What follows belongs to an exercise in optimizing a design on an open flow for small area, a short achievable clock period and few clock cycles per item; a production flow would make more cautious choices. No functional check of the RTL was part of any run shown here. Power and IR drop assume default switching activity.

==> flow/design.v (outline; a module is shown in full before it is edited, if it fits) <==
// module Mult: 1280 lines
// module BoothRowX: 10 lines
// module FA: 6 lines
// module HA: 6 lines
module Mult (MultStart, out_A, out_B, rst, clk, HI, LOW, EndMult);
  // ...
==> flow/flow/run.sh <==
#!/bin/bash
# The standard layout (the standard.sh: ORFS synthesis to finish), except that
# the port buffers are sky130_fd_sc_hd__buf_4 rather than the delay-cell buffer
# that buffer_ports picks by default. The make output goes to standard.log; ORFS
# keeps each step's own log under orfs/logs/.
set -uo pipefail
bash standard.sh "BUFFER_PORTS_ARGS=-buffer_cell sky130_fd_sc_hd__buf_4" finish > standard.log 2>&1
==> flow/standard.sh <==
#!/bin/bash
# synth_recipe.tcl (not shown) runs the flow's synth.tcl, then flattens the netlist and writes it again
# the make line also repeats each setting of config.mk as NAME=value (left out here)
make -C /OpenROAD-flow-scripts/flow DESIGN_CONFIG=/design/flow/config.mk WORK_HOME=/design/flow/orfs CLKGATE_MAP_FILE= SYNTH_SCRIPT=/design/flow/synth_recipe.tcl "${@:-finish}"
==> flow/config.mk <==
export PLATFORM = sky130hd
export DESIGN_NAME = Mult
export DESIGN_NICKNAME = Mult
export VERILOG_FILES = /design/flow/design.v
export SDC_FILE = /design/flow/constraint.sdc
export NUM_CORES = 4
export LEC_CHECK = 0
export CAP_MARGIN = 20
export CORE_MARGIN = 2
export CORE_UTILIZATION = 40
export SETUP_SLACK_MARGIN = 1.5
export SLEW_MARGIN = 20
export SYNTH_HIERARCHICAL = 1
export SYNTH_MINIMUM_KEEP_SIZE = 0
==> flow/constraint.sdc <==
create_clock -name core_clock -period 6.5 [get_ports {clk}]
set_input_delay 1.3000 -clock core_clock [delete_from_list [all_inputs] [get_ports {clk}]]
set_output_delay 1.3000 -clock core_clock [all_outputs]
set_load 0.01 [all_outputs]
==> summary.txt, run 1 <==
Run status
  • Run status: no timing/DRC/antenna violations

Synthesis
  • Seq cells post-synth: 121
  • Synth top area cells: fa_1, xnor2_1, a22oi_1, dfxtp_1, ha_1
  • Main combinational cell family by area after synthesis: adder cells
  • Compound-Gate Fraction of Synth Area: 0.197
  • Post-synthesis xor/xnor area fraction: 0.187
  • Library cells used by synthesis: 67
  • YS warnings: 7
  • Avg Cell Area, Syn: 10.5 µm²

Setup path
  • Critical path class: input port to flop
  • Worst-path fanout max: 9
  • Critical Path End: C[27]
  • Critical Path Slowest Stage Cell: fa_1

Timing
  • Final Critical Period: 4940 ps
  • Tcrit/Tclk final: 0.759
  • Fmax: 203 MHz

Floorplan
  • Die area: 68200 µm²
  • Tapcells: 864

Layout
  • Number of diodes: 1
  • Largest Register: S
  • ClkCell Share: 0.0212
  • Area of the multi-input gates: 22500 µm²
  • Multi-input gates: 2152
  • Fraction of area in multi-input gates: 0.787
  • NonClk Buf Share: 0.0599

Clock network
  • Post-CTS Setup Bufs: 0
  • CTS tree: built
  • Post-CTS sizing: 32
  • Worst-path clk slew: 70 ps

Global route
  • Gr busiest metal: met2
  • GRT Total Usage: 0.269
  • Largest net degree at the start of global routing: 39
  • First-pass GRT wire length: 137 mm
  • Met1 GRT Util: 0.351

Placed design
  • Number of port buffers: 131
  • Placed cell count: 3389
  • Worst slack, placed: 652 ps

Drt
  • Top Layer Used: met4
  • First-pass iteration count of the detailed router: 6
  • Antenna Violating Nets Remaining: 0

Min path
  • Hold Startpoint: rst
  • Worst hold path endpoint: EndMult
==> run 2: changes to the inputs <==
--- a/flow/design.v
+++ b/flow/design.v
@@ -7,109 +7,93 @@
 	input wire rst;
 	input wire clk;
 	output reg EndMult;
 	always @(posedge clk) EndMult <= ~rst & MultStart;
 	wire [32:0] bs;
 	assign bs = {out_B, 1'b0};
 	wire [32:0] ax = {out_A[31], out_A};
 	wire [32:0] ax1 = {out_A, 1'b0};
-	wire one0 = bs[1] ^ bs[0];
-	wire two0 = (bs[2] & ~bs[1] & ~bs[0]) | (~bs[2] & bs[1] & bs[0]);
-	wire neg0 = bs[2] | (~bs[1] & ~bs[0]);
+	wire one0, two0, neg0;
+	BoothEnc enc0 (.b(bs[2:0]), .one(one0), .two(two0), .c(neg0));
 	wire [31:0] pp0;
 	wire pn0;
 	BoothRowX row0 (.one(one0), .two(two0), .nx(bs[2]), .a(out_A), .p(pp0), .pn(pn0));
-	wire one1 = bs[3] ^ bs[2];
-	wire two1 = (bs[4] & ~bs[3] & ~bs[2]) | (~bs[4] & bs[3] & bs[2]);
-	wire neg1 = bs[4] | (~bs[3] & ~bs[2]);
+	wire one1, two1, neg1;
+	BoothEnc enc1 (.b(bs[4:2]), .one(one1), .two(two1), .c(neg1));
 	wire [31:0] pp1;
 	wire pn1;
 	BoothRowX row1 (.one(one1), .two(two1), .nx(bs[4]), .a(out_A), .p(pp1), .pn(pn1));
-	wire one2 = bs[5] ^ bs[4];
-	wire two2 = (bs[6] & ~bs[5] & ~bs[4]) | (~bs[6] & bs[5] & bs[4]);
-	wire neg2 = bs[6] | (~bs[5] & ~bs[4]);
+	wire one2, two2, neg2;
+	BoothEnc enc2 (.b(bs[6:4]), .one(one2), .two(two2), .c(neg2));
 	wire [31:0] pp2;
 	wire pn2;
 	BoothRowX row2 (.one(one2), .two(two2), .nx(bs[6]), .a(out_A), .p(pp2), .pn(pn2));
-	wire one3 = bs[7] ^ bs[6];
-	wire two3 = (bs[8] & ~bs[7] & ~bs[6]) | (~bs[8] & bs[7] & bs[6]);
-	wire neg3 = bs[8] | (~bs[7] & ~bs[6]);
+	wire one3, two3, neg3;
+	BoothEnc enc3 (.b(bs[8:6]), .one(one3), .two(two3), .c(neg3));
 	wire [31:0] pp3;
 	wire pn3;
 	BoothRowX row3 (.one(one3), .two(two3), .nx(bs[8]), .a(out_A), .p(pp3), .pn(pn3));
-	wire one4 = bs[9] ^ bs[8];
-	wire two4 = (bs[10] & ~bs[9] & ~bs[8]) | (~bs[10] & bs[9] & bs[8]);
-	wire neg4 = bs[10] | (~bs[9] & ~bs[8]);
+	wire one4, two4, neg4;
+	BoothEnc enc4 (.b(bs[10:8]), .one(one4), .two(two4), .c(neg4));
 	wire [31:0] pp4;
 	wire pn4;
 	BoothRowX row4 (.one(one4), .two(two4), .nx(bs[10]), .a(out_A), .p(pp4), .pn(pn4));
-	wire one5 = bs[11] ^ bs[10];
-	wire two5 = (bs[12] & ~bs[11] & ~bs[10]) | (~bs[12] & bs[11] & bs[10]);
-	wire neg5 = bs[12] | (~bs[11] & ~bs[10]);
+	wire one5, two5, neg5;
+	BoothEnc enc5 (.b(bs[12:10]), .one(one5), .two(two5), .c(neg5));
 	wire [31:0] pp5;
 	wire pn5;
 	BoothRowX row5 (.one(one5), .two(two5), .nx(bs[12]), .a(out_A), .p(pp5), .pn(pn5));
-	wire one6 = bs[13] ^ bs[12];
-	wire two6 = (bs[14] & ~bs[13] & ~bs[12]) | (~bs[14] & bs[13] & bs[12]);
-	wire neg6 = bs[14] | (~bs[13] & ~bs[12]);
+	wire one6, two6, neg6;
+	BoothEnc enc6 (.b(bs[14:12]), .one(one6), .two(two6), .c(neg6));
 	wire [31:0] pp6;
 	wire pn6;
 	BoothRowX row6 (.one(one6), .two(two6), .nx(bs[14]), .a(out_A), .p(pp6), .pn(pn6));
-	wire one7 = bs[15] ^ bs[14];
-	wire two7 = (bs[16] & ~bs[15] & ~bs[14]) | (~bs[16] & bs[15] & bs[14]);
-	wire neg7 = bs[16] | (~bs[15] & ~bs[14]);
+	wire one7, two7, neg7;
+	BoothEnc enc7 (.b(bs[16:14]), .one(one7), .two(two7), .c(neg7));
 	wire [31:0] pp7;
 	wire pn7;
 	BoothRowX row7 (.one(one7), .two(two7), .nx(bs[16]), .a(out_A), .p(pp7), .pn(pn7));
-	wire one8 = bs[17] ^ bs[16];
-	wire two8 = (bs[18] & ~bs[17] & ~bs[16]) | (~bs[18] & bs[17] & bs[16]);
-	wire neg8 = bs[18] | (~bs[17] & ~bs[16]);
+	wire one8, two8, neg8;
+	BoothEnc enc8 (.b(bs[18:16]), .one(one8), .two(two8), .c(neg8));
 	wire [31:0] pp8;
 	wire pn8;
 	BoothRowX row8 (.one(one8), .two(two8), .nx(bs[18]), .a(out_A), .p(pp8), .pn(pn8));
-	wire one9 = bs[19] ^ bs[18];
-	wire two9 = (bs[20] & ~bs[19] & ~bs[18]) | (~bs[20] & bs[19] & bs[18]);
-	wire neg9 = bs[20] | (~bs[19] & ~bs[18]);
+	wire one9, two9, neg9;
+	BoothEnc enc9 (.b(bs[20:18]), .one(one9), .two(two9), .c(neg9));
 	wire [31:0] pp9;
 	wire pn9;
 	BoothRowX row9 (.one(one9), .two(two9), .nx(bs[20]), .a(out_A), .p(pp9), .pn(pn9));
-	wire one10 = bs[21] ^ bs[20];
-	wire two10 = (bs[22] & ~bs[21] & ~bs[20]) | (~bs[22] & bs[21] & bs[20]);
-	wire neg10 = bs[22] | (~bs[21] & ~bs[20]);
+	wire one10, two10, neg10;
+	BoothEnc enc10 (.b(bs[22:20]), .one(one10), .two(two10), .c(neg10));
 	wire [31:0] pp10;
 	wire pn10;
 	BoothRowX row10 (.one(one10), .two(two10), .nx(bs[22]), .a(out_A), .p(pp10), .pn(pn10));
-	wire one11 = bs[23] ^ bs[22];
-	wire two11 = (bs[24] & ~bs[23] & ~bs[22]) | (~bs[24] & bs[23] & bs[22]);
-	wire neg11 = bs[24] | (~bs[23] & ~bs[22]);
+	wire one11, two11, neg11;
+	BoothEnc enc11 (.b(bs[24:22]), .one(one11), .two(two11), .c(neg11));
 	wire [31:0] pp11;
 	wire pn11;
 	BoothRowX row11 (.one(one11), .two(two11), .nx(bs[24]), .a(out_A), .p(pp11), .pn(pn11));
-	wire one12 = bs[25] ^ bs[24];
-	wire two12 = (bs[26] & ~bs[25] & ~bs[24]) | (~bs[26] & bs[25] & bs[24]);
-	wire neg12 = bs[26] | (~bs[25] & ~bs[24]);
+	wire one12, two12, neg12;
+	BoothEnc enc12 (.b(bs[26:24]), .one(one12), .two(two12), .c(neg12));
 	wire [31:0] pp12;
 	wire pn12;
 	BoothRowX row12 (.one(one12), .two(two12), .nx(bs[26]), .a(out_A), .p(pp12), .pn(pn12));
-	wire one13 = bs[27] ^ bs[26];
-	wire two13 = (bs[28] & ~bs[27] & ~bs[26]) | (~bs[28] & bs[27] & bs[26]);
-	wire neg13 = bs[28] | (~bs[27] & ~bs[26]);
+	wire one13, two13, neg13;
+	BoothEnc enc13 (.b(bs[28:26]), .one(one13), .two(two13), .c(neg13));
 	wire [31:0] pp13;
 	wire pn13;
 	BoothRowX row13 (.one(one13), .two(two13), .nx(bs[28]), .a(out_A), .p(pp13), .pn(pn13));
-	wire one14 = bs[29] ^ bs[28];
-	wire two14 = (bs[30] & ~bs[29] & ~bs[28]) | (~bs[30] & bs[29] & bs[28]);
-	wire neg14 = bs[30] | (~bs[29] & ~bs[28]);
+	wire one14, two14, neg14;
+	BoothEnc enc14 (.b(bs[30:28]), .one(one14), .two(two14), .c(neg14));
 	wire [31:0] pp14;
 	wire pn14;
 	BoothRowX row14 (.one(one14), .two(two14), .nx(bs[30]), .a(out_A), .p(pp14), .pn(pn14));
-	wire one15 = bs[31] ^ bs[30];
-	wire two15 = (bs[32] & ~bs[31] & ~bs[30]) | (~bs[32] & bs[31] & bs[30]);
-	wire neg15 = bs[32] | (~bs[31] & ~bs[30]);
+	wire one15, two15, neg15;
+	BoothEnc enc15 (.b(bs[32:30]), .one(one15), .two(two15), .c(neg15));
 	wire [31:0] pp15;
 	wire pn15;
 	BoothRowX row15 (.one(one15), .two(two15), .nx(bs[32]), .a(out_A), .p(pp15), .pn(pn15));
 	wire s1, c2;
 	HA ha_s1 (.a(neg12), .b(pp0[24]), .s(s1), .co(c2));
 	wire s3, c4;
 	FA fa_s3 (.a(pp0[25]), .b(pp1[23]), .c(pp2[21]), .s(s3), .co(c4));
 	wire s5, c6;
@@ -1150,20 +1134,20 @@
 	wire rc1035;
 	FA fa_rc1035 (.a(c912), .b(s913), .c(rc1034), .s(lb[4]), .co(rc1035));
 	wire rc1036;
 	FA fa_rc1036 (.a(c914), .b(s915), .c(rc1035), .s(lb[5]), .co(rc1036));
 	wire rc1037;
 	FA fa_rc1037 (.a(c916), .b(s917), .c(rc1036), .s(lb[6]), .co(rc1037));
 	wire rc1038;
 	FA fa_rc1038 (.a(c918), .b(s919), .c(rc1037), .s(lb[7]), .co(rc1038));
-	reg [55:0] S;
-	reg [55:0] C;
 	reg [7:0] LB;
 	reg CI;
+	reg [55:0] S;
+	reg [55:0] C;
 	always @(posedge clk) begin
 		LB <= lb;
 		CI <= rc1038;
 		S[0] <= c920;
 		C[0] <= s921;
 		S[1] <= c922;
 		C[1] <= s923;
 		S[2] <= c924;
@@ -1270,29 +1254,253 @@
 		C[52] <= s1025;
 		S[53] <= c1026;
 		C[53] <= s1027;
 		S[54] <= c1028;
 		C[54] <= s1029;
 		S[55] <= c1030;
 		C[55] <= 1'b1;
 	end
-	wire [56:0] hs = {S, 1'b1} + {C, CI};
-	assign {HI, LOW} = {hs[56:1], LB};
+	wire [55:0] G = S & C;
+	wire [55:0] P = S ^ C;
+	wire [55:0] hs;
+	PrefixAdd padd (.g(G), .p(P), .ci(CI), .s(hs));
+	assign {HI, LOW} = {hs, LB};
+endmodule
+module BoothEnc (b, one, two, c);
+	input wire [2:0] b;
+	output wire one, two, c;
+	assign one = b[1] ^ b[0];
+	assign two = (b[2] ^ b[1]) & ~(b[1] ^ b[0]);
+	assign c = b[2] | ~(b[1] | b[0]);
 endmodule
 module BoothRowX (one, two, nx, a, p, pn);
 	input wire one, two, nx;
 	input wire [31:0] a;
 	output wire [31:0] p;
 	output wire pn;
 	wire [31:0] q = ~(a ^ {32{nx}});
 	wire [31:0] q1 = {q[30:0], ~nx};
 	assign p = ~(({32{one}} & q) | ({32{two}} & q1));
 	assign pn = (one | two) & q[31];
 endmodule
+module PrefixAdd (g, p, ci, s);
+	input wire [55:0] g;
+	input wire [55:0] p;
+	input wire ci;
+	output wire [55:0] s;
+	wire G1 = g[0] | (p[0] & ci);
+	wire G2 = g[2] | (p[2] & g[1]);
+	wire P2 = p[2] & p[1];
+	wire G3 = g[4] | (p[4] & g[3]);
+	wire P3 = p[4] & p[3];
+	wire G4 = g[6] | (p[6] & g[5]);
+	wire P4 = p[6] & p[5];
+	wire G5 = g[8] | (p[8] & g[7]);
+	wire P5 = p[8] & p[7];
+	wire G6 = g[10] | (p[10] & g[9]);
+	wire P6 = p[10] & p[9];
+	wire G7 = g[12] | (p[12] & g[11]);
+	wire P7 = p[12] & p[11];
+	wire G8 = g[14] | (p[14] & g[13]);
+	wire P8 = p[14] & p[13];
+	wire G9 = g[16] | (p[16] & g[15]);
+	wire P9 = p[16] & p[15];
+	wire G10 = g[18] | (p[18] & g[17]);
+	wire P10 = p[18] & p[17];
+	wire G11 = g[20] | (p[20] & g[19]);
+	wire P11 = p[20] & p[19];
+	wire G12 = g[22] | (p[22] & g[21]);
+	wire P12 = p[22] & p[21];
+	wire G13 = g[24] | (p[24] & g[23]);
+	wire P13 = p[24] & p[23];
+	wire G14 = g[26] | (p[26] & g[25]);
+	wire P14 = p[26] & p[25];
+	wire G15 = g[28] | (p[28] & g[27]);
+	wire P15 = p[28] & p[27];
+	wire G16 = g[30] | (p[30] & g[29]);
+	wire P16 = p[30] & p[29];
+	wire G17 = g[32] | (p[32] & g[31]);
+	wire P17 = p[32] & p[31];
+	wire G18 = g[34] | (p[34] & g[33]);
+	wire P18 = p[34] & p[33];
+	wire G19 = g[36] | (p[36] & g[35]);
+	wire P19 = p[36] & p[35];
+	wire G20 = g[38] | (p[38] & g[37]);
+	wire P20 = p[38] & p[37];
+	wire G21 = g[40] | (p[40] & g[39]);
+	wire P21 = p[40] & p[39];
+	wire G22 = g[42] | (p[42] & g[41]);
+	wire P22 = p[42] & p[41];
+	wire G23 = g[44] | (p[44] & g[43]);
+	wire P23 = p[44] & p[43];
+	wire G24 = g[46] | (p[46] & g[45]);
+	wire P24 = p[46] & p[45];
+	wire G25 = g[48] | (p[48] & g[47]);
+	wire P25 = p[48] & p[47];
+	wire G26 = g[50] | (p[50] & g[49]);
+	wire P26 = p[50] & p[49];
+	wire G27 = g[52] | (p[52] & g[51]);
+	wire P27 = p[52] & p[51];
+	wire G28 = g[54] | (p[54] & g[53]);
+	wire P28 = p[54] & p[53];
+	wire G29 = G2 | (P2 & G1);
+	wire G30 = G4 | (P4 & G3);
+	wire P30 = P4 & P3;
+	wire G31 = G6 | (P6 & G5);
+	wire P31 = P6 & P5;
+	wire G32 = G8 | (P8 & G7);
+	wire P32 = P8 & P7;
+	wire G33 = G10 | (P10 & G9);
+	wire P33 = P10 & P9;
+	wire G34 = G12 | (P12 & G11);
+	wire P34 = P12 & P11;
+	wire G35 = G14 | (P14 & G13);
+	wire P35 = P14 & P13;
+	wire G36 = G16 | (P16 & G15);
+	wire P36 = P16 & P15;
+	wire G37 = G18 | (P18 & G17);
+	wire P37 = P18 & P17;
+	wire G38 = G20 | (P20 & G19);
+	wire P38 = P20 & P19;
+	wire G39 = G22 | (P22 & G21);
+	wire P39 = P22 & P21;
+	wire G40 = G24 | (P24 & G23);
+	wire P40 = P24 & P23;
+	wire G41 = G26 | (P26 & G25);
+	wire P41 = P26 & P25;
+	wire G42 = G28 | (P28 & G27);
+	wire P42 = P28 & P27;
+	wire G43 = G30 | (P30 & G29);
+	wire G44 = G32 | (P32 & G31);
+	wire P44 = P32 & P31;
+	wire G45 = G34 | (P34 & G33);
+	wire P45 = P34 & P33;
+	wire G46 = G36 | (P36 & G35);
+	wire P46 = P36 & P35;
+	wire G47 = G38 | (P38 & G37);
+	wire P47 = P38 & P37;
+	wire G48 = G40 | (P40 & G39);
+	wire P48 = P40 & P39;
+	wire G49 = G42 | (P42 & G41);
+	wire P49 = P42 & P41;
+	wire G50 = G44 | (P44 & G43);
+	wire G51 = G46 | (P46 & G45);
+	wire P51 = P46 & P45;
+	wire G52 = G48 | (P48 & G47);
+	wire P52 = P48 & P47;
+	wire G53 = G51 | (P51 & G50);
+	wire G54 = G52 | (P52 & G53);
+	wire G55 = G45 | (P45 & G50);
+	wire G56 = G47 | (P47 & G53);
+	wire G57 = G49 | (P49 & G54);
+	wire G58 = G31 | (P31 & G43);
+	wire G59 = G33 | (P33 & G50);
+	wire G60 = G35 | (P35 & G55);
+	wire G61 = G37 | (P37 & G53);
+	wire G62 = G39 | (P39 & G56);
+	wire G63 = G41 | (P41 & G54);
+	wire G64 = G3 | (P3 & G29);
+	wire G65 = G5 | (P5 & G43);
+	wire G66 = G7 | (P7 & G58);
+	wire G67 = G9 | (P9 & G50);
+	wire G68 = G11 | (P11 & G59);
+	wire G69 = G13 | (P13 & G55);
+	wire G70 = G15 | (P15 & G60);
+	wire G71 = G17 | (P17 & G53);
+	wire G72 = G19 | (P19 & G61);
+	wire G73 = G21 | (P21 & G56);
+	wire G74 = G23 | (P23 & G62);
+	wire G75 = G25 | (P25 & G54);
+	wire G76 = G27 | (P27 & G63);
+	wire G77 = g[1] | (p[1] & G1);
+	wire G78 = g[3] | (p[3] & G29);
+	wire G79 = g[5] | (p[5] & G64);
+	wire G80 = g[7] | (p[7] & G43);
+	wire G81 = g[9] | (p[9] & G65);
+	wire G82 = g[11] | (p[11] & G58);
+	wire G83 = g[13] | (p[13] & G66);
+	wire G84 = g[15] | (p[15] & G50);
+	wire G85 = g[17] | (p[17] & G67);
+	wire G86 = g[19] | (p[19] & G59);
+	wire G87 = g[21] | (p[21] & G68);
+	wire G88 = g[23] | (p[23] & G55);
+	wire G89 = g[25] | (p[25] & G69);
+	wire G90 = g[27] | (p[27] & G60);
+	wire G91 = g[29] | (p[29] & G70);
+	wire G92 = g[31] | (p[31] & G53);
+	wire G93 = g[33] | (p[33] & G71);
+	wire G94 = g[35] | (p[35] & G61);
+	wire G95 = g[37] | (p[37] & G72);
+	wire G96 = g[39] | (p[39] & G56);
+	wire G97 = g[41] | (p[41] & G73);
+	wire G98 = g[43] | (p[43] & G62);
+	wire G99 = g[45] | (p[45] & G74);
+	wire G100 = g[47] | (p[47] & G54);
+	wire G101 = g[49] | (p[49] & G75);
+	wire G102 = g[51] | (p[51] & G63);
+	wire G103 = g[53] | (p[53] & G76);
+	wire G104 = g[55] | (p[55] & G57);
+	assign s[0] = p[0] ^ ci;
+	assign s[1] = p[1] ^ G1;
+	assign s[2] = p[2] ^ G77;
+	assign s[3] = p[3] ^ G29;
+	assign s[4] = p[4] ^ G78;
+	assign s[5] = p[5] ^ G64;
+	assign s[6] = p[6] ^ G79;
+	assign s[7] = p[7] ^ G43;
+	assign s[8] = p[8] ^ G80;
+	assign s[9] = p[9] ^ G65;
+	assign s[10] = p[10] ^ G81;
+	assign s[11] = p[11] ^ G58;
+	assign s[12] = p[12] ^ G82;
+	assign s[13] = p[13] ^ G66;
+	assign s[14] = p[14] ^ G83;
+	assign s[15] = p[15] ^ G50;
+	assign s[16] = p[16] ^ G84;
+	assign s[17] = p[17] ^ G67;
+	assign s[18] = p[18] ^ G85;
+	assign s[19] = p[19] ^ G59;
+	assign s[20] = p[20] ^ G86;
+	assign s[21] = p[21] ^ G68;
+	assign s[22] = p[22] ^ G87;
+	assign s[23] = p[23] ^ G55;
+	assign s[24] = p[24] ^ G88;
+	assign s[25] = p[25] ^ G69;
+	assign s[26] = p[26] ^ G89;
+	assign s[27] = p[27] ^ G60;
+	assign s[28] = p[28] ^ G90;
+	assign s[29] = p[29] ^ G70;
+	assign s[30] = p[30] ^ G91;
+	assign s[31] = p[31] ^ G53;
+	assign s[32] = p[32] ^ G92;
+	assign s[33] = p[33] ^ G71;
+	assign s[34] = p[34] ^ G93;
+	assign s[35] = p[35] ^ G61;
+	assign s[36] = p[36] ^ G94;
+	assign s[37] = p[37] ^ G72;
+	assign s[38] = p[38] ^ G95;
+	assign s[39] = p[39] ^ G56;
+	assign s[40] = p[40] ^ G96;
+	assign s[41] = p[41] ^ G73;
+	assign s[42] = p[42] ^ G97;
+	assign s[43] = p[43] ^ G62;
+	assign s[44] = p[44] ^ G98;
+	assign s[45] = p[45] ^ G74;
+	assign s[46] = p[46] ^ G99;
+	assign s[47] = p[47] ^ G54;
+	assign s[48] = p[48] ^ G100;
+	assign s[49] = p[49] ^ G75;
+	assign s[50] = p[50] ^ G101;
+	assign s[51] = p[51] ^ G63;
+	assign s[52] = p[52] ^ G102;
+	assign s[53] = p[53] ^ G76;
+	assign s[54] = p[54] ^ G103;
+	assign s[55] = p[55] ^ G57;
+endmodule
 module FA (a, b, c, s, co);
 	input wire a, b, c;
 	output wire s, co;
 	assign s = a ^ b ^ c;
 	assign co = (a & b) | (a & c) | (b & c);
 endmodule
 module HA (a, b, s, co);
 	input wire a, b;
==> run 2 against run 1 <==
  * Maximum frequency is 2.9% lower
  * Largest power group unchanged
  * Final cell count decreased by 6.1%
  * Global-route usage shrank 2.0 points
  * Combinational power down 4%
  * Clock-buffer cell count grew 1
  * First-iteration DRC count is 20% lower
  * Still clean on timing, DRC and antenna
  * Synthesized area shrank 4.5%
  * Core utilization rose by 1.2 points
  * Synthesized cell count decreased by 9.7%
==> summary.txt, run 2 <==
Layout
  • Layout Nets: 3061 (was 3223)
  • Most common cell after layout, fill and taps aside: xnor2_1 (unchanged)
  • Largest Register: S (unchanged)
  • Layout area overhead: 11.1% (was 7.91%)
  • Fillers: 5902 (was 6272)
  • Max reg flops: 56 (unchanged)
  • Area of the multi-input gates: 21700 µm² (was 22500 µm²)
  • Number of diodes: 0 (was 1)
  • Layout cells sized above 1: 0.161 (was 0.120)
  • Register area: 2440 µm² (was 2420 µm²)
  • Largest regs: S: 56 flops, C: 55 flops, LB: 8 flops (unchanged)
  • Commonest non-fill, non-tap cells in the layout: xnor2_1, a22oi_1, fa_1, buf_4, ha_1 (unchanged)

Setup path
  • Most used cell, CP: buf_6 (was fa_1)
  • Top delay family on crit path: compound AO/OA/AOI/OAI gates (was adder cells)
  • Worst path max stage delay: 330 ps (was 540 ps)
  • Critical path class: flop to output port (was input port to flop)
  • Worst path arrival time: 3790 ps (was 5280 ps)
  • Crit path depth: 20 (was 11)
  • CP Launch Type: flop (was input port)
  • Worst path bufs/invs: 7 (was 3)
  • Endpoint class of the critical path: output port (was flop)
  • Critical Path Slowest Stage Cell: dfxtp_2 (was fa_1)
  • Worst-path fanout max: 3 (was 9)
  • Worst path required time: 5200 ps (was 6840 ps)
  • CP Cell Sequence: ha_4 -> a21oi_4 -> o21ai_2 -> a221oi_2 -> buf_4 -> o221ai_2 -> buf_6 -> a21oi_4 -> buf_6 -> buf_6 -> buf_6 -> buf_12 -> o21ai_4 -> a21oi_2 -> o21ba_4 -> o21ai_2 -> ha_4 -> nor2_2 -> xnor2_1 -> buf_4 (was buf_6 -> clkinvlp_4 -> ha_4 -> clkbuf_4 -> a22oi_1 -> fa_1 -> fa_1 -> fa_1 -> fa_1 -> fa_1 -> fa_1)

Floorplan
  • Core ar.: 62700 µm² (was 65600 µm²)
  • Die Span Y: 255 µm (was 261 µm)
  • Die area: 65200 µm² (was 68200 µm²)
  • Num rows: 92 (was 94)
  • IO Pins: 132 (unchanged)
  • Initial Util: 0.403 (about the same)
  • Die W: 255 µm (was 261 µm)

Synthesis
  • Sequential area share after synthesis: 0.0959 (was 0.0915)
  • Number of synthesized flops with an enable pin: 0 (unchanged)
  • Seq cells post-synth: 121 (unchanged)
  • Main synth FF type: dfxtp_1 (unchanged)
  • Cell accounting for the most synthesized area: fa_1 (unchanged)
  • Area share of the leading cell type in the synthesized netlist: 0.349 (was 0.334)
  • Library cells used by synthesis: 48 (was 67)
  • Synth top area cells: fa_1, xnor2_1, a22oi_1, dfxtp_1, ha_1 (unchanged)
  • YS warnings: 7 (unchanged)
  • Cell Area, Synth: 25300 µm² (was 26500 µm²)
  • Count leader, synth: xnor2_1 (unchanged)
  • Mapped Cells: 2273 (was 2516)
  • Commonest cells post-synth: xnor2_1, a22oi_1, fa_1, ha_1, dfxtp_1 (unchanged)
  • Avg Cell Area, Syn: 11.1 µm² (was 10.5 µm²)
  • Share of flip-flops with an asynchronous set or reset: 0 (unchanged)

Global route
  • First-pass GRT wire length: 124 mm (was 137 mm)
  • GRT Total Usage: 0.249 (was 0.269)
  • Vias in the first global route: 20579 (was 21617)
  • Largest net degree at the start of global routing: 35 (was 39)
  • Gr ovfl total: 0 (unchanged)
  • Initial antenna violation count: 1 (was 2)

Drt
  • DR WL/cell: 24.8 µm (was 26.5 µm)
  • Vias: 19191 (was 20961)
  • DRT met1 WL: 31.5 mm (was 37.0 mm)
  • First-pass iteration count of the detailed router: 5 (was 6)
  • 1st-iter DRT viols: 1746 (was 2174)
  • Met2 wire length: 38.4 mm (was 41.6 mm)
  • Final wirelength: 80.2 mm (was 91.0 mm)
  • Top Layer Used: met5 (was met4)
  • DRC: 0 (unchanged)
  • Metal3 WL: 5.80 mm (was 7.77 mm)
  • Drt via density: 5.94 (was 6.09)
  • Antenna Violating Nets Remaining: 0 (unchanged)

Power and ir drop
  • Combinational Power Share: 0.841 (was 0.843)
  • PD cells: 589 nW/µm² (was 600 nW/µm²)
  • Sw frac: 0.470 (was 0.511)
  • Leakage: 10.1 nW (about the same)
  • Clock network power share: 0.059 (about the same)
  • P_sw: 7.77 mW (was 8.76 mW)
  • Internal power: 8.75 mW (was 8.39 mW)
  • Pwr Total: 16.5 mW (was 17.1 mW)
  • Max IR drop VDD: 466 µV (was 373 µV)
  • Power share of the sequential group: 0.099 (was 0.098)

Timing
  • Setup TNS: 0 ps (unchanged)
  • Worst-margin pin slew: 604 ps (was 877 ps)
  • RSZ-0062 raised after global routing: true (unchanged)
  • Tcrit/Tclk final: 0.782 (was 0.759)
  • Final Hold Vio Count: 0 (unchanged)
  • Slew Viols, Final: 0 (unchanged)
  • Final Critical Period: 5090 ps (was 4940 ps)
  • Slew HR: 0.598 (was 0.414)
  • Fmax: 197 MHz (was 203 MHz)
  • Final setup viols: 0 (unchanged)

Min path
  • Hold depth: 2 (unchanged)
  • HP Class: input port to flop (unchanged)

Clock network
  • Worst-path clk slew: 60 ps (was 70 ps)
  • Htree depth: 4 (unchanged)
  • CTS Buffer Depth: 2 (unchanged)
  • Cts bufs inserted: 17 (unchanged)
  • Cts hold-fix bufs: 0 (unchanged)
  • Clock root buffer: clkbuf_16 (unchanged)
  • # clock sinks: 121 (unchanged)
  • CTS tree: built (unchanged)

Placed design
  • Number of port buffers: 131 (unchanged)
  • RePlAce Congestion: 0.944 (was 0.945)
  • HPWL Detailed: 61.9 mm (was 71.9 mm)

Job
  • Max-cap violations: 0 (unchanged)

Run status
  • Run status: no timing/DRC/antenna violations (unchanged)
-- run 2: cell types whose count changed after synthesis, moves of 18 or more --
| cell | before | now |
|---|---|---|
| a21oi_1 | 91 | 35 |
| o21ai_0 | 55 | 3 |
| nand2_1 | 65 | 15 |
| ha_1 | 153 | 182 |
| nand3_1 | 24 | 5 |
| or2_1 | 0 | 18 |
-- run 2: kinds of logic (layout without fill, tap and decap cells) --
| kind of cell | Yosys count | in the layout | synth area share |
|---|---|---|---|
| adder cells (fa/ha/maj) | 622 | 622 | 0.439 |
| AO/OA/AOI/OAI | 583 | 583 | 0.172 |
| XOR/XNOR | 556 | 556 | 0.193 |
| buffers and inverters | 238 | 335 | 0.0726 |
| AND/OR/NAND/NOR | 151 | 151 | 0.0279 |
| flip-flops | 121 | 121 | 0.0959 |
| other | 2 | 17 | 0.000297 |
-- run 2: stage by stage --
| step | area (µm²) | cells | utilization | hold slack [ps] | setup slack [ps] |
|---|---|---|---|---|---|
| after floorplan | 25400 | 2288 | - | 1360 | 1480 |
| after global placement | 26300 | 3156 | 0.419 | 1470 | 681 |
| after detailed placement | 26300 | 3156 | 0.419 | 1470 | 608 |
| after CTS | 27500 | 3213 | 0.439 | 913 | 1290 |
| after global routing | 28100 | 3231 | 0.448 | 944 | 1250 |
| final | 28100 | 3231 | 0.448 | 964 | 1410 |
-- run 2: area by class of cell --
class / count / share of cell area
clock inverter: 14 / 0.00535
tap: 846 / 0.0377
timing repair buffer: 241 / 0.0742
sequential: 121 / 0.0868
inverter: 62 / 0.00829
multi-input combinational: 1929 / 0.772
clock buffer: 18 / 0.0153
-- run 2: power groups by stage --
stage	sequential, mW	clock, mW	combinational [mW]
2_1_floorplan	1.58	0	8.77
3_3_place_gp	1.61	0	12.9
3_5_place_dp	1.61	0	13.2
4_1_cts	1.65	1.02	13.9
5_1_grt	1.68	1.04	15.9
6_report	1.64	0.982	13.9
-- run 2: modules after synthesis (local to each module, per instance) --
| module | cells | flip-flops and latches | copies in the design | cell area [µm²] |
|---|---|---|---|---|
| Mult | 180 | 121 | 1 | 3140 |
| BoothEnc | 6 | 0 | 16 | 38.8 |
| PrefixAdd | 210 | 0 | 1 | 1460 |
| HA | 1 | 0 | 83 | 12.5 |
| BoothRowX | 79 | 0 | 16 | 638 |
| FA | 1 | 0 | 440 | 20.0 |
-- run 2: worst paths after layout --
kind / startpoint / to
max: S[16] / HI[14]
min: rst / EndMult
-- run 2: timing repair --
| action | 4_1_cts | 5_1_grt |
|---|---|---|
| endpoints found under the setup margin | 60 | 65 |
| pin swaps | 44 | 41 |
| setup buffers | 25 | 16 |
| hold endpoints to repair | 0 | 0 |
| cloned | 0 | 2 |
| resized for setup | 77 | 90 |
-- run 2: per-layer routing --
layer | vias up | global-route usage
met1 | 9885 | 0.312
met3 | 223 | 0.0479
met4 | 2 | 0.133
met5 | - | 0
li1 | 8174 | -
met2 | 907 | 0.406
==> run 3: changes to the inputs <==
--- a/flow/design.v
+++ b/flow/design.v
@@ -1343,157 +1343,267 @@
 	wire G28 = g[54] | (p[54] & g[53]);
 	wire P28 = p[54] & p[53];
-	wire G29 = G2 | (P2 & G1);
-	wire G30 = G4 | (P4 & G3);
-	wire P30 = P4 & P3;
-	wire G31 = G6 | (P6 & G5);
-	wire P31 = P6 & P5;
-	wire G32 = G8 | (P8 & G7);
-	wire P32 = P8 & P7;
-	wire G33 = G10 | (P10 & G9);
-	wire P33 = P10 & P9;
-	wire G34 = G12 | (P12 & G11);
-	wire P34 = P12 & P11;
-	wire G35 = G14 | (P14 & G13);
-	wire P35 = P14 & P13;
-	wire G36 = G16 | (P16 & G15);
-	wire P36 = P16 & P15;
-	wire G37 = G18 | (P18 & G17);
-	wire P37 = P18 & P17;
-	wire G38 = G20 | (P20 & G19);
-	wire P38 = P20 & P19;
-	wire G39 = G22 | (P22 & G21);
-	wire P39 = P22 & P21;
-	wire G40 = G24 | (P24 & G23);
-	wire P40 = P24 & P23;
-	wire G41 = G26 | (P26 & G25);
-	wire P41 = P26 & P25;
-	wire G42 = G28 | (P28 & G27);
-	wire P42 = P28 & P27;
-	wire G43 = G30 | (P30 & G29);
-	wire G44 = G32 | (P32 & G31);
-	wire P44 = P32 & P31;
-	wire G45 = G34 | (P34 & G33);
-	wire P45 = P34 & P33;
-	wire G46 = G36 | (P36 & G35);
-	wire P46 = P36 & P35;
-	wire G47 = G38 | (P38 & G37);
-	wire P47 = P38 & P37;
-	wire G48 = G40 | (P40 & G39);
-	wire P48 = P40 & P39;
-	wire G49 = G42 | (P42 & G41);
-	wire P49 = P42 & P41;
-	wire G50 = G44 | (P44 & G43);
-	wire G51 = G46 | (P46 & G45);
-	wire P51 = P46 & P45;
-	wire G52 = G48 | (P48 & G47);
-	wire P52 = P48 & P47;
-	wire G53 = G51 | (P51 & G50);
-	wire G54 = G52 | (P52 & G53);
-	wire G55 = G45 | (P45 & G50);
-	wire G56 = G47 | (P47 & G53);
-	wire G57 = G49 | (P49 & G54);
-	wire G58 = G31 | (P31 & G43);
-	wire G59 = G33 | (P33 & G50);
-	wire G60 = G35 | (P35 & G55);
-	wire G61 = G37 | (P37 & G53);
-	wire G62 = G39 | (P39 & G56);
-	wire G63 = G41 | (P41 & G54);
-	wire G64 = G3 | (P3 & G29);
-	wire G65 = G5 | (P5 & G43);
-	wire G66 = G7 | (P7 & G58);
-	wire G67 = G9 | (P9 & G50);
-	wire G68 = G11 | (P11 & G59);
-	wire G69 = G13 | (P13 & G55);
-	wire G70 = G15 | (P15 & G60);
-	wire G71 = G17 | (P17 & G53);
-	wire G72 = G19 | (P19 & G61);
-	wire G73 = G21 | (P21 & G56);
-	wire G74 = G23 | (P23 & G62);
-	wire G75 = G25 | (P25 & G54);
-	wire G76 = G27 | (P27 & G63);
-	wire G77 = g[1] | (p[1] & G1);
-	wire G78 = g[3] | (p[3] & G29);
-	wire G79 = g[5] | (p[5] & G64);
-	wire G80 = g[7] | (p[7] & G43);
-	wire G81 = g[9] | (p[9] & G65);
-	wire G82 = g[11] | (p[11] & G58);
-	wire G83 = g[13] | (p[13] & G66);
-	wire G84 = g[15] | (p[15] & G50);
-	wire G85 = g[17] | (p[17] & G67);
-	wire G86 = g[19] | (p[19] & G59);
-	wire G87 = g[21] | (p[21] & G68);
-	wire G88 = g[23] | (p[23] & G55);
-	wire G89 = g[25] | (p[25] & G69);
-	wire G90 = g[27] | (p[27] & G60);
-	wire G91 = g[29] | (p[29] & G70);
-	wire G92 = g[31] | (p[31] & G53);
-	wire G93 = g[33] | (p[33] & G71);
-	wire G94 = g[35] | (p[35] & G61);
-	wire G95 = g[37] | (p[37] & G72);
-	wire G96 = g[39] | (p[39] & G56);
-	wire G97 = g[41] | (p[41] & G73);
-	wire G98 = g[43] | (p[43] & G62);
-	wire G99 = g[45] | (p[45] & G74);
-	wire G100 = g[47] | (p[47] & G54);
-	wire G101 = g[49] | (p[49] & G75);
-	wire G102 = g[51] | (p[51] & G63);
-	wire G103 = g[53] | (p[53] & G76);
-	wire G104 = g[55] | (p[55] & G57);
+	wire G29 = g[1] | (p[1] & G1);
+	wire G30 = G2 | (P2 & G1);
+	wire G31 = g[5] | (p[5] & G3);
+	wire P31 = p[5] & P3;
+	wire G32 = G4 | (P4 & G3);
+	wire P32 = P4 & P3;
+	wire G33 = g[9] | (p[9] & G5);
+	wire P33 = p[9] & P5;
+	wire G34 = G6 | (P6 & G5);
+	wire P34 = P6 & P5;
+	wire G35 = g[13] | (p[13] & G7);
+	wire P35 = p[13] & P7;
+	wire G36 = G8 | (P8 & G7);
+	wire P36 = P8 & P7;
+	wire G37 = g[17] | (p[17] & G9);
+	wire P37 = p[17] & P9;
+	wire G38 = G10 | (P10 & G9);
+	wire P38 = P10 & P9;
+	wire G39 = g[21] | (p[21] & G11);
+	wire P39 = p[21] & P11;
+	wire G40 = G12 | (P12 & G11);
+	wire P40 = P12 & P11;
+	wire G41 = g[25] | (p[25] & G13);
+	wire P41 = p[25] & P13;
+	wire G42 = G14 | (P14 & G13);
+	wire P42 = P14 & P13;
+	wire G43 = g[29] | (p[29] & G15);
+	wire P43 = p[29] & P15;
+	wire G44 = G16 | (P16 & G15);
+	wire P44 = P16 & P15;
+	wire G45 = g[33] | (p[33] & G17);
+	wire P45 = p[33] & P17;
+	wire G46 = G18 | (P18 & G17);
+	wire P46 = P18 & P17;
+	wire G47 = g[37] | (p[37] & G19);
+	wire P47 = p[37] & P19;
+	wire G48 = G20 | (P20 & G19);
+	wire P48 = P20 & P19;
+	wire G49 = g[41] | (p[41] & G21);
+	wire P49 = p[41] & P21;
+	wire G50 = G22 | (P22 & G21);
+	wire P50 = P22 & P21;
+	wire G51 = g[45] | (p[45] & G23);
+	wire P51 = p[45] & P23;
+	wire G52 = G24 | (P24 & G23);
+	wire P52 = P24 & P23;
+	wire G53 = g[49] | (p[49] & G25);
+	wire P53 = p[49] & P25;
+	wire G54 = G26 | (P26 & G25);
+	wire P54 = P26 & P25;
+	wire G55 = g[53] | (p[53] & G27);
+	wire P55 = p[53] & P27;
+	wire G56 = G28 | (P28 & G27);
+	wire P56 = P28 & P27;
+	wire G57 = g[3] | (p[3] & G30);
+	wire G58 = G3 | (P3 & G30);
+	wire G59 = G31 | (P31 & G30);
+	wire G60 = G32 | (P32 & G30);
+	wire G61 = g[11] | (p[11] & G34);
+	wire P61 = p[11] & P34;
+	wire G62 = G7 | (P7 & G34);
+	wire P62 = P7 & P34;
+	wire G63 = G35 | (P35 & G34);
+	wire P63 = P35 & P34;
+	wire G64 = G36 | (P36 & G34);
+	wire P64 = P36 & P34;
+	wire G65 = g[19] | (p[19] & G38);
+	wire P65 = p[19] & P38;
+	wire G66 = G11 | (P11 & G38);
+	wire P66 = P11 & P38;
+	wire G67 = G39 | (P39 & G38);
+	wire P67 = P39 & P38;
+	wire G68 = G40 | (P40 & G38);
+	wire P68 = P40 & P38;
+	wire G69 = g[27] | (p[27] & G42);
+	wire P69 = p[27] & P42;
+	wire G70 = G15 | (P15 & G42);
+	wire P70 = P15 & P42;
+	wire G71 = G43 | (P43 & G42);
+	wire P71 = P43 & P42;
+	wire G72 = G44 | (P44 & G42);
+	wire P72 = P44 & P42;
+	wire G73 = g[35] | (p[35] & G46);
+	wire P73 = p[35] & P46;
+	wire G74 = G19 | (P19 & G46);
+	wire P74 = P19 & P46;
+	wire G75 = G47 | (P47 & G46);
+	wire P75 = P47 & P46;
+	wire G76 = G48 | (P48 & G46);
+	wire P76 = P48 & P46;
+	wire G77 = g[43] | (p[43] & G50);
+	wire P77 = p[43] & P50;
+	wire G78 = G23 | (P23 & G50);
+	wire P78 = P23 & P50;
+	wire G79 = G51 | (P51 & G50);
+	wire P79 = P51 & P50;
+	wire G80 = G52 | (P52 & G50);
+	wire P80 = P52 & P50;
+	wire G81 = g[51] | (p[51] & G54);
+	wire P81 = p[51] & P54;
+	wire G82 = G27 | (P27 & G54);
+	wire P82 = P27 & P54;
+	wire G83 = G55 | (P55 & G54);
+	wire P83 = P55 & P54;
+	wire G84 = G56 | (P56 & G54);
+	wire P84 = P56 & P54;
+	wire G85 = g[7] | (p[7] & G60);
+	wire G86 = G5 | (P5 & G60);
+	wire G87 = G33 | (P33 & G60);
+	wire G88 = G34 | (P34 & G60);
+	wire G89 = G61 | (P61 & G60);
+	wire G90 = G62 | (P62 & G60);
+	wire G91 = G63 | (P63 & G60);
+	wire G92 = G64 | (P64 & G60);
+	wire G93 = g[23] | (p[23] & G68);
+	wire P93 = p[23] & P68;
+	wire G94 = G13 | (P13 & G68);
+	wire P94 = P13 & P68;
+	wire G95 = G41 | (P41 & G68);
+	wire P95 = P41 & P68;
+	wire G96 = G42 | (P42 & G68);
+	wire P96 = P42 & P68;
+	wire G97 = G69 | (P69 & G68);
+	wire P97 = P69 & P68;
+	wire G98 = G70 | (P70 & G68);
+	wire P98 = P70 & P68;
+	wire G99 = G71 | (P71 & G68);
+	wire P99 = P71 & P68;
+	wire G100 = G72 | (P72 & G68);
+	wire P100 = P72 & P68;
+	wire G101 = g[39] | (p[39] & G76);
+	wire P101 = p[39] & P76;
+	wire G102 = G21 | (P21 & G76);
+	wire P102 = P21 & P76;
+	wire G103 = G49 | (P49 & G76);
+	wire P103 = P49 & P76;
+	wire G104 = G50 | (P50 & G76);
+	wire P104 = P50 & P76;
+	wire G105 = G77 | (P77 & G76);
+	wire P105 = P77 & P76;
+	wire G106 = G78 | (P78 & G76);
+	wire P106 = P78 & P76;
+	wire G107 = G79 | (P79 & G76);
+	wire P107 = P79 & P76;
+	wire G108 = G80 | (P80 & G76);
+	wire P108 = P80 & P76;
+	wire G109 = g[55] | (p[55] & G84);
+	wire P109 = p[55] & P84;
+	wire G110 = g[15] | (p[15] & G92);
+	wire G111 = G9 | (P9 & G92);
+	wire G112 = G37 | (P37 & G92);
+	wire G113 = G38 | (P38 & G92);
+	wire G114 = G65 | (P65 & G92);
+	wire G115 = G66 | (P66 & G92);
+	wire G116 = G67 | (P67 & G92);
+	wire G117 = G68 | (P68 & G92);
+	wire G118 = G93 | (P93 & G92);
+	wire G119 = G94 | (P94 & G92);
+	wire G120 = G95 | (P95 & G92);
+	wire G121 = G96 | (P96 & G92);
+	wire G122 = G97 | (P97 & G92);
+	wire G123 = G98 | (P98 & G92);
+	wire G124 = G99 | (P99 & G92);
+	wire G125 = G100 | (P100 & G92);
+	wire G126 = g[47] | (p[47] & G108);
+	wire P126 = p[47] & P108;
+	wire G127 = G25 | (P25 & G108);
+	wire P127 = P25 & P108;
+	wire G128 = G53 | (P53 & G108);
+	wire P128 = P53 & P108;
+	wire G129 = G54 | (P54 & G108);
+	wire P129 = P54 & P108;
+	wire G130 = G81 | (P81 & G108);
+	wire P130 = P81 & P108;
+	wire G131 = G82 | (P82 & G108);
+	wire P131 = P82 & P108;
+	wire G132 = G83 | (P83 & G108);
+	wire P132 = P83 & P108;
+	wire G133 = G84 | (P84 & G108);
+	wire P133 = P84 & P108;
+	wire G134 = G109 | (P109 & G108);
+	wire P134 = P109 & P108;
+	wire G135 = g[31] | (p[31] & G125);
+	wire G136 = G17 | (P17 & G125);
+	wire G137 = G45 | (P45 & G125);
+	wire G138 = G46 | (P46 & G125);
+	wire G139 = G73 | (P73 & G125);
+	wire G140 = G74 | (P74 & G125);
+	wire G141 = G75 | (P75 & G125);
+	wire G142 = G76 | (P76 & G125);
+	wire G143 = G101 | (P101 & G125);
+	wire G144 = G102 | (P102 & G125);
+	wire G145 = G103 | (P103 & G125);
+	wire G146 = G104 | (P104 & G125);
+	wire G147 = G105 | (P105 & G125);
+	wire G148 = G106 | (P106 & G125);
+	wire G149 = G107 | (P107 & G125);
+	wire G150 = G108 | (P108 & G125);
+	wire G151 = G126 | (P126 & G125);
+	wire G152 = G127 | (P127 & G125);
+	wire G153 = G128 | (P128 & G125);
+	wire G154 = G129 | (P129 & G125);
+	wire G155 = G130 | (P130 & G125);
+	wire G156 = G131 | (P131 & G125);
+	wire G157 = G132 | (P132 & G125);
+	wire G158 = G133 | (P133 & G125);
+	wire G159 = G134 | (P134 & G125);
 	assign s[0] = p[0] ^ ci;
 	assign s[1] = p[1] ^ G1;
-	assign s[2] = p[2] ^ G77;
-	assign s[3] = p[3] ^ G29;
-	assign s[4] = p[4] ^ G78;
-	assign s[5] = p[5] ^ G64;
-	assign s[6] = p[6] ^ G79;
-	assign s[7] = p[7] ^ G43;
-	assign s[8] = p[8] ^ G80;
-	assign s[9] = p[9] ^ G65;
-	assign s[10] = p[10] ^ G81;
-	assign s[11] = p[11] ^ G58;
-	assign s[12] = p[12] ^ G82;
-	assign s[13] = p[13] ^ G66;
-	assign s[14] = p[14] ^ G83;
-	assign s[15] = p[15] ^ G50;
-	assign s[16] = p[16] ^ G84;
-	assign s[17] = p[17] ^ G67;
-	assign s[18] = p[18] ^ G85;
-	assign s[19] = p[19] ^ G59;
-	assign s[20] = p[20] ^ G86;
-	assign s[21] = p[21] ^ G68;
-	assign s[22] = p[22] ^ G87;
-	assign s[23] = p[23] ^ G55;
-	assign s[24] = p[24] ^ G88;
-	assign s[25] = p[25] ^ G69;
-	assign s[26] = p[26] ^ G89;
-	assign s[27] = p[27] ^ G60;
-	assign s[28] = p[28] ^ G90;
-	assign s[29] = p[29] ^ G70;
-	assign s[30] = p[30] ^ G91;
-	assign s[31] = p[31] ^ G53;
-	assign s[32] = p[32] ^ G92;
-	assign s[33] = p[33] ^ G71;
-	assign s[34] = p[34] ^ G93;
-	assign s[35] = p[35] ^ G61;
-	assign s[36] = p[36] ^ G94;
-	assign s[37] = p[37] ^ G72;
-	assign s[38] = p[38] ^ G95;
-	assign s[39] = p[39] ^ G56;
-	assign s[40] = p[40] ^ G96;
-	assign s[41] = p[41] ^ G73;
-	assign s[42] = p[42] ^ G97;
-	assign s[43] = p[43] ^ G62;
-	assign s[44] = p[44] ^ G98;
-	assign s[45] = p[45] ^ G74;
-	assign s[46] = p[46] ^ G99;
-	assign s[47] = p[47] ^ G54;
-	assign s[48] = p[48] ^ G100;
-	assign s[49] = p[49] ^ G75;
-	assign s[50] = p[50] ^ G101;
-	assign s[51] = p[51] ^ G63;
-	assign s[52] = p[52] ^ G102;
-	assign s[53] = p[53] ^ G76;
-	assign s[54] = p[54] ^ G103;
-	assign s[55] = p[55] ^ G57;
+	assign s[2] = p[2] ^ G29;
+	assign s[3] = p[3] ^ G30;
+	assign s[4] = p[4] ^ G57;
+	assign s[5] = p[5] ^ G58;
+	assign s[6] = p[6] ^ G59;
+	assign s[7] = p[7] ^ G60;
+	assign s[8] = p[8] ^ G85;
+	assign s[9] = p[9] ^ G86;
+	assign s[10] = p[10] ^ G87;
+	assign s[11] = p[11] ^ G88;
+	assign s[12] = p[12] ^ G89;
+	assign s[13] = p[13] ^ G90;
+	assign s[14] = p[14] ^ G91;
+	assign s[15] = p[15] ^ G92;
+	assign s[16] = p[16] ^ G110;
+	assign s[17] = p[17] ^ G111;
+	assign s[18] = p[18] ^ G112;
+	assign s[19] = p[19] ^ G113;
+	assign s[20] = p[20] ^ G114;
+	assign s[21] = p[21] ^ G115;
+	assign s[22] = p[22] ^ G116;
+	assign s[23] = p[23] ^ G117;
+	assign s[24] = p[24] ^ G118;
+	assign s[25] = p[25] ^ G119;
+	assign s[26] = p[26] ^ G120;
+	assign s[27] = p[27] ^ G121;
+	assign s[28] = p[28] ^ G122;
+	assign s[29] = p[29] ^ G123;
+	assign s[30] = p[30] ^ G124;
+	assign s[31] = p[31] ^ G125;
+	assign s[32] = p[32] ^ G135;
+	assign s[33] = p[33] ^ G136;
+	assign s[34] = p[34] ^ G137;
+	assign s[35] = p[35] ^ G138;
+	assign s[36] = p[36] ^ G139;
+	assign s[37] = p[37] ^ G140;
+	assign s[38] = p[38] ^ G141;
+	assign s[39] = p[39] ^ G142;
+	assign s[40] = p[40] ^ G143;
+	assign s[41] = p[41] ^ G144;
+	assign s[42] = p[42] ^ G145;
+	assign s[43] = p[43] ^ G146;
+	assign s[44] = p[44] ^ G147;
+	assign s[45] = p[45] ^ G148;
+	assign s[46] = p[46] ^ G149;
+	assign s[47] = p[47] ^ G150;
+	assign s[48] = p[48] ^ G151;
+	assign s[49] = p[49] ^ G152;
+	assign s[50] = p[50] ^ G153;
+	assign s[51] = p[51] ^ G154;
+	assign s[52] = p[52] ^ G155;
+	assign s[53] = p[53] ^ G156;
+	assign s[54] = p[54] ^ G157;
+	assign s[55] = p[55] ^ G158;
 endmodule
 module FA (a, b, c, s, co);
==> run 3 against run 2 <==
  * First-iteration DRC count shrank 7.4%
  * Synthesized cell count grew 2.2%
  * Critical path depth shrank 7
  * Non-clock buffer count shrank 28
  * Final cell count grew 0.68%
  * Design area shrank 0.60%
  * Clock power grew 4%
  * Flip-flop and latch count is the same
  * Sequential power shrank 2%
  * Critical path type is now input port to flop
  * Largest power group unchanged
==> summary.txt, run 3 <==
Run status
  • Run status: no timing/DRC/antenna violations (unchanged)

Clock network
  • Cts hold-fix bufs: 0 (unchanged)
  • CTS tree: built (unchanged)
  • Worst-path clk slew: 60 ps (about the same)
  • CTS Buffer Depth: 2 (unchanged)
  • Htree depth: 4 (unchanged)
  • # clock sinks: 121 (unchanged)
  • Cts bufs inserted: 17 (unchanged)
  • Clock root buffer: clkbuf_16 (unchanged)

Setup path
  • Worst path required time: 6850 ps (was 5200 ps)
  • Worst path bufs/invs: 4 (was 7)
  • CP Cell Sequence: buf_12 -> inv_1 -> ha_4 -> buf_12 -> nor2_4 -> buf_12 -> a22oi_1 -> fa_1 -> fa_2 -> ha_1 -> fa_1 -> fa_2 -> fa_1 (was ha_4 -> a21oi_4 -> o21ai_2 -> a221oi_2 -> buf_4 -> o221ai_2 -> buf_6 -> a21oi_4 -> buf_6 -> buf_6 -> buf_6 -> buf_12 -> o21ai_4 -> a21oi_2 -> o21ba_4 -> o21ai_2 -> ha_4 -> nor2_2 -> xnor2_1 -> buf_4)
  • Endpoint class of the critical path: flop (was output port)
  • Critical path class: input port to flop (was flop to output port)
  • Top delay family on crit path: adder cells (was compound AO/OA/AOI/OAI gates)
  • Worst path arrival time: 5320 ps (was 3790 ps)
  • Critical Path Slowest Stage Cell: fa_1 (was dfxtp_2)
  • Worst-path fanout max: 20 (was 3)
  • CP Launch Type: input port (was flop)
  • Worst path max stage delay: 610 ps (was 330 ps)

Layout
  • Layout Nets: 3061 (unchanged)
  • Commonest non-fill, non-tap cells in the layout: xnor2_1, a22oi_1, fa_1, buf_4, ha_1 (unchanged)
  • Max reg flops: 56 (unchanged)
  • Largest Register: S (unchanged)
  • Number of diodes: 0 (unchanged)
  • Most common cell after layout, fill and taps aside: xnor2_1 (unchanged)
  • Finished Cell Area: 27900 µm² (was 28100 µm²)
  • Largest regs: S: 56 flops, C: 55 flops, LB: 8 flops (unchanged)
  • Layout cells sized above 1: 0.133 (was 0.161)
  • Layout area overhead: 9.38% (was 11.1%)

Timing
  • Final setup viols: 0 (unchanged)
  • Final Hold Vio Count: 0 (unchanged)
  • Final worst slack: 1530 ps (was 1410 ps)
  • RSZ-0062 raised after global routing: true (unchanged)
  • Setup TNS: 0 ps (unchanged)
  • Slew HR: 0.573 (was 0.598)
  • Tcrit/Tclk final: 0.765 (was 0.782)
  • Slew Viols, Final: 0 (unchanged)
  • Final Critical Period: 4970 ps (was 5090 ps)
  • Fmax: 201 MHz (was 197 MHz)
  • Worst-margin pin slew: 641 ps (was 604 ps)

Floorplan
  • Core ar.: 63100 µm² (was 62700 µm²)
  • Die Span Y: 257 µm (was 255 µm)
  • Num rows: 92 (unchanged)
  • IO Pins: 132 (unchanged)
  • Die W: 257 µm (was 255 µm)
  • Initial Util: 0.404 (was 0.403)
  • Die area: 65800 µm² (was 65200 µm²)

Synthesis
  • Commonest cells post-synth: xnor2_1, a22oi_1, fa_1, ha_1, dfxtp_1 (unchanged)
  • Main synth FF type: dfxtp_1 (unchanged)
  • Mapped Cells: 2323 (was 2273)
  • Seq cells post-synth: 121 (unchanged)
  • Synth top area cells: fa_1, xnor2_1, a22oi_1, dfxtp_1, ha_1 (unchanged)
  • Share of flip-flops with an asynchronous set or reset: 0 (unchanged)
  • Library cells used by synthesis: 66 (was 48)
  • Cell accounting for the most synthesized area: fa_1 (unchanged)
  • Count leader, synth: xnor2_1 (unchanged)
  • Avg Cell Area, Syn: 11.0 µm² (was 11.1 µm²)
  • YS warnings: 7 (unchanged)
  • Sequential area share after synthesis: 0.0949 (was 0.0959)
  • Area share of the leading cell type in the synthesized netlist: 0.345 (was 0.349)
  • Number of synthesized flops with an enable pin: 0 (unchanged)
  • Cell Area, Synth: 25500 µm² (was 25300 µm²)

Power and ir drop
  • Power share of the sequential group: 0.099 (about the same)
  • Sw frac: 0.478 (was 0.470)
  • Max IR drop VDD: 459 µV (was 466 µV)
  • Clock network power share: 0.063 (was 0.059)
  • P_sw: 7.67 mW (was 7.77 mW)
  • Combinational Power Share: 0.837 (was 0.841)
  • PD cells: 575 nW/µm² (was 589 nW/µm²)
  • Internal power: 8.37 mW (was 8.75 mW)
  • Leakage: 9.89 nW (was 10.1 nW)
  • Pwr Total: 16.0 mW (was 16.5 mW)

Global route
  • Vias in the first global route: 20926 (was 20579)
  • Gr ovfl total: 0 (unchanged)
  • Initial antenna violation count: 1 (unchanged)
  • Largest net degree at the start of global routing: 35 (unchanged)
  • GRT Total Usage: 0.250 (was 0.249)
  • First-pass GRT wire length: 125 mm (was 124 mm)

Drt
  • Vias: 19285 (was 19191)
  • First-pass iteration count of the detailed router: 6 (was 5)
  • Final wirelength: 81.1 mm (was 80.2 mm)
  • Drt via density: 5.93 (was 5.94)
  • DRC: 0 (unchanged)
  • DR WL/cell: 24.9 µm (was 24.8 µm)
  • 1st-iter DRT viols: 1616 (was 1746)
  • Antenna Violating Nets Remaining: 0 (unchanged)

Placed design
  • Placed cell area: 26500 µm² (was 26300 µm²)
  • Number of port buffers: 131 (unchanged)
  • HPWL Detailed: 64.6 mm (was 61.9 mm)
  • Worst slack, placed: 693 ps (was 608 ps)
  • RePlAce Congestion: 0.959 (was 0.944)

Min path
  • HP Class: input port to flop (unchanged)

Job
  • Max-cap violations: 0 (unchanged)
[run 3: changes by cell type after synthesis, moves of 6 or more]
cell	change
ha_1	-22
a21oi_1	+12
xor2_1	+8
o21ai_0	+8
o21ai_1	-6
nor3_1	+7
[run 3: final timing paths]
kind	slack, ps	end	start	cells past startpoint
setup / recovery	1530	C[21]	out_B[7]	13
hold / removal	970	EndMult	rst	2
[run 3: logic make-up (layout without fill, tap and decap cells)]
group,after synthesis,after routing,share of synthesized area
other,2,17,0.000294
and+or+nand+nor,187,187,0.0360
xor gates and xnor gates,565,565,0.194
AOI/OAI and AO/OA,611,611,0.179
DFF,121,121,0.0949
muxes,1,1,0.000392
buffers and inverters,236,305,0.0716
adders and majority gates,600,600,0.424
[run 3: through the flow]
| step | hold slack [ps] | cells | util |
|---|---|---|---|
| finish | 971 | 3253 | 0.442 |
| global route | 958 | 3253 | 0.442 |
| CTS | 919 | 3239 | 0.434 |
| detailed placement | 1470 | 3202 | 0.421 |
| global placement | 1470 | 3202 | 0.421 |
| floorplan | 1360 | 2338 | - |
[run 3: Yosys stat by module (local to each module, per instance)]
module     times used  cells  flip-flops and latches
BoothEnc           16      6                       0
FA                440      1                       0
HA                 83      1                       0
BoothRowX          16     79                       0
Mult                1    180                     121
PrefixAdd           1    260                       0
[run 3: metal layers]
layer | up-vias | wire length, µm | track usage
met5 | - | 0 | 0
met4 | 0 | 3870 | 0.119
met3 | 224 | 6070 | 0.0495
met2 | 888 | 39600 | 0.417
met1 | 9853 | 31600 | 0.310
li1 | 8320 | - | -
[run 3: layout make-up]
| cell class | instances | area [µm²] |
|---|---|---|
| well taps | 846 | 1060 |
| multi-input cells | 1981 | 21600 |
| inverters | 60 | 225 |
| clock inverters | 13 | 168 |
| clock buffers | 19 | 443 |
| repair buffers | 213 | 1970 |
| flip-flops and latches | 121 | 2420 |
| fillers | 6014 | 35200 |
[run 3: power groups by stage]
stage	clock network, mW	registers (mW)	logic [mW]
global route	1.07	1.63	15.3
floorplan	0	1.58	8.93
CTS	1.06	1.60	13.6
global placement	0	1.61	13.2
detailed placement	0	1.61	13.4
finish	1.02	1.60	13.4
[run 3: what timing repair did]
action                     CTS  global route
gates resized for setup     48            77
setup endpoints to repair   63            41
pin swaps                    7            16
gates cloned                 0             4
setup buffers                5            10
==> run 4: changes to the inputs <==
--- a/flow/config.mk
+++ b/flow/config.mk
@@ -9,5 +9,5 @@
 export CORE_MARGIN = 2
 export CORE_UTILIZATION = 40
-export SETUP_SLACK_MARGIN = 1.5
+export SETUP_SLACK_MARGIN = 1.8
 export SLEW_MARGIN = 20
 export SYNTH_HIERARCHICAL = 1
==> run 4 against run 3 <==
  * Still clean
  * Setup slack better by 260 ps
  * Routed wire length is 5.8% higher
  * Worst hold slack worse by 4.5 ps
  * Flip-flop and latch count stayed put
  * Critical path depth is 1 lower
  * Via count is 2.8% higher
  * Critical path type unchanged
  * Critical endpoint is now C[29]
  * Largest cell class unchanged
  * Highest routed layer unchanged
==> summary.txt, run 4 <==
Drt
  • Final wirelength: 85.8 mm (was 81.1 mm)
  • 1st-iter DRT viols: 1665 (was 1616)
  • First-pass iteration count of the detailed router: 7 (was 6)
  • Drt via density: 5.97 (was 5.93)
  • DR WL/cell: 25.8 µm (was 24.9 µm)
  • Antenna Violating Nets Remaining: 0 (unchanged)
  • Vias: 19826 (was 19285)
  • DRC: 0 (unchanged)

Min path
  • HP Class: input port to flop (unchanged)

Power and ir drop
  • Leakage: 10.5 nW (was 9.89 nW)
  • Pwr Total: 16.9 mW (was 16.0 mW)
  • Max IR drop VDD: 452 µV (was 459 µV)
  • PD cells: 561 nW/µm² (was 575 nW/µm²)

Setup path
  • Worst-path fanout max: 6 (was 20)
  • Worst path required time: 6860 ps (was 6850 ps)
  • Worst path arrival time: 5070 ps (was 5320 ps)
  • CP Launch Type: input port (unchanged)
  • Endpoint class of the critical path: flop (unchanged)
  • Critical path class: input port to flop (unchanged)

Global route
  • Largest net degree at the start of global routing: 36 (was 35)
  • Initial antenna violation count: 0 (was 1)
  • Vias in the first global route: 21784 (was 20926)
  • GRT Total Usage: 0.262 (was 0.250)
  • Gr ovfl total: 0 (unchanged)
  • First-pass GRT wire length: 130 mm (was 125 mm)

Layout
  • Largest Register: S (unchanged)
  • Layout cells sized above 1: 0.256 (was 0.133)
  • Layout Nets: 3131 (was 3061)
  • Largest regs: S: 56 flops, C: 55 flops, LB: 8 flops (unchanged)
  • Layout area overhead: 17.8% (was 9.38%)
  • Max reg flops: 56 (unchanged)
  • Most common cell after layout, fill and taps aside: xnor2_1 (unchanged)
  • Number of diodes: 0 (unchanged)
  • Commonest non-fill, non-tap cells in the layout: xnor2_1, fa_1, a22oi_1, buf_4, ha_1 (was xnor2_1, a22oi_1, fa_1, buf_4, ha_1)

Run status
  • Run status: no timing/DRC/antenna violations (unchanged)

Clock network
  • CTS tree: built (unchanged)
  • Cts hold-fix bufs: 0 (unchanged)
  • Clock root buffer: clkbuf_16 (unchanged)
  • # clock sinks: 121 (unchanged)
  • Htree depth: 4 (unchanged)
  • Cts bufs inserted: 17 (unchanged)
  • CTS Buffer Depth: 2 (unchanged)
  • Worst-path clk slew: 60 ps (about the same)

Synthesis
  • Count leader, synth: xnor2_1 (unchanged)
  • Avg Cell Area, Syn: 11.0 µm² (unchanged)
  • Seq cells post-synth: 121 (unchanged)
  • Number of synthesized flops with an enable pin: 0 (unchanged)
  • Cell accounting for the most synthesized area: fa_1 (unchanged)
  • YS warnings: 7 (unchanged)
  • Cell Area, Synth: 25500 µm² (unchanged)
  • Sequential area share after synthesis: 0.0949 (unchanged)
  • Commonest cells post-synth: xnor2_1, a22oi_1, fa_1, ha_1, dfxtp_1 (unchanged)
  • Synth top area cells: fa_1, xnor2_1, a22oi_1, dfxtp_1, ha_1 (unchanged)
  • Library cells used by synthesis: 66 (unchanged)
  • Area share of the leading cell type in the synthesized netlist: 0.345 (unchanged)
  • Mapped Cells: 2323 (unchanged)
  • Main synth FF type: dfxtp_1 (unchanged)
  • Share of flip-flops with an asynchronous set or reset: 0 (unchanged)

Timing
  • Tcrit/Tclk final: 0.724 (was 0.765)
  • RSZ-0062 raised after global routing: true (unchanged)
  • Worst Hold Slack: 966 ps (was 971 ps)
  • Final Critical Period: 4710 ps (was 4970 ps)
  • Worst-margin pin slew: 707 ps (was 641 ps)
  • Slew Viols, Final: 0 (unchanged)
  • Setup TNS: 0 ps (unchanged)
  • Final worst slack: 1790 ps (was 1530 ps)
  • Slew HR: 0.529 (was 0.573)
  • Fmax: 212 MHz (was 201 MHz)
  • Final Hold Vio Count: 0 (unchanged)
  • Final setup viols: 0 (unchanged)

Floorplan
  • Num rows: 92 (unchanged)
  • Initial Util: 0.404 (unchanged)
  • Die Span Y: 257 µm (unchanged)
  • Core ar.: 63100 µm² (unchanged)
  • IO Pins: 132 (unchanged)
  • Die W: 257 µm (unchanged)
  • Die area: 65800 µm² (unchanged)

Placed design
  • Number of port buffers: 131 (unchanged)
  • RePlAce Congestion: 0.913 (was 0.959)
  • Worst slack, placed: 586 ps (was 693 ps)
  • HPWL Detailed: 64.5 mm (was 64.6 mm)

Job
  • Max-cap violations: 0 (unchanged)
==> run 4: cell counts after synthesis <==
Identical to the previous run, type by type.
==> run 4: cells by family after synthesis <==
kind of cell,after synthesis,share of synthesized area
AO/OA/AOI/OAI,611,0.179
adder cells (fa/ha/maj),600,0.424
other,2,0.000294
AND/OR/NAND/NOR,187,0.0360
XOR/XNOR,565,0.194
flip-flops,121,0.0949
buffers and inverters,236,0.0716
multiplexers,1,0.000392
==> run 4: where the power goes <==
group	switching, mW	internal [mW]
registers	0.181	1.47
logic	7.32	6.78
clock network	0.437	0.659
total	7.94	8.91
==> run 4: layer usage <==
layer | GRT usage | routed length (µm)
met4 | 0.152 | 5200
met3 | 0.0555 | 5940
met2 | 0.437 | 41100
met5 | 0 | 0
met1 | 0.314 | 33600
==> run 4: critical path, stage by stage <==
cell and delay, ps:
buf_4 110, inv_2 50, ha_4 270, nor2_4 220
buf_4 180, a22oi_2 80, fa_1 490, fa_1 570
fa_1 460, ha_1 350, fa_1 560, fa_1 430
==> run 4: path summary, 6_finish.rpt <==
check	from	endpoint	slack, ps	depth (start not counted)
worst min-delay path	rst	EndMult	970	2
worst max-delay path	out_B[9]	C[29]	1790	12
==> run 4: timing repair <==
item / in CTS / in global routing
gates cloned: 2 / 2
buffers inserted: 59 / 30
setup endpoints to repair: 99 / 63
resized for setup: 82 / 141
pin swaps: 35 / 69
==> run 4: area by class of cell <==
| class | count | area, µm² |
|---|---|---|
| tap | 846 | 1060 |
| clock buffer | 18 | 439 |
| multi-input combinational | 1983 | 23000 |
| sequential | 121 | 2430 |
| fill | 5877 | 33000 |
| clock inverter | 14 | 208 |
| inverter | 60 | 243 |
| timing repair buffer | 281 | 2700 |
==> run 4: through the flow <==
stage | util | cell area (µm²) | std cells
after floorplan | - | 27100 | 2338
after global placement | 0.435 | 27400 | 3198
after detailed placement | 0.435 | 27400 | 3198
after CTS | 0.461 | 29000 | 3291
after global routing | 0.476 | 30000 | 3323
final | 0.476 | 30000 | 3323
==> run 4: per-module statistics from Yosys, one instance, submodules excluded <==
module / flip-flops and latches / times used
BoothEnc: 0 / 16
FA: 0 / 440
PrefixAdd: 0 / 1
HA: 0 / 83
Mult: 121 / 1
BoothRowX: 0 / 16

Check on run 4: ideal ports give 1.792 ns setup slack; a clkbuf_16 on the clock port and buf_2 on the inputs give 1.793 ns; moving port delays by the midpoint clock arrival (0.553 ns) as well gives 1.242 ns.
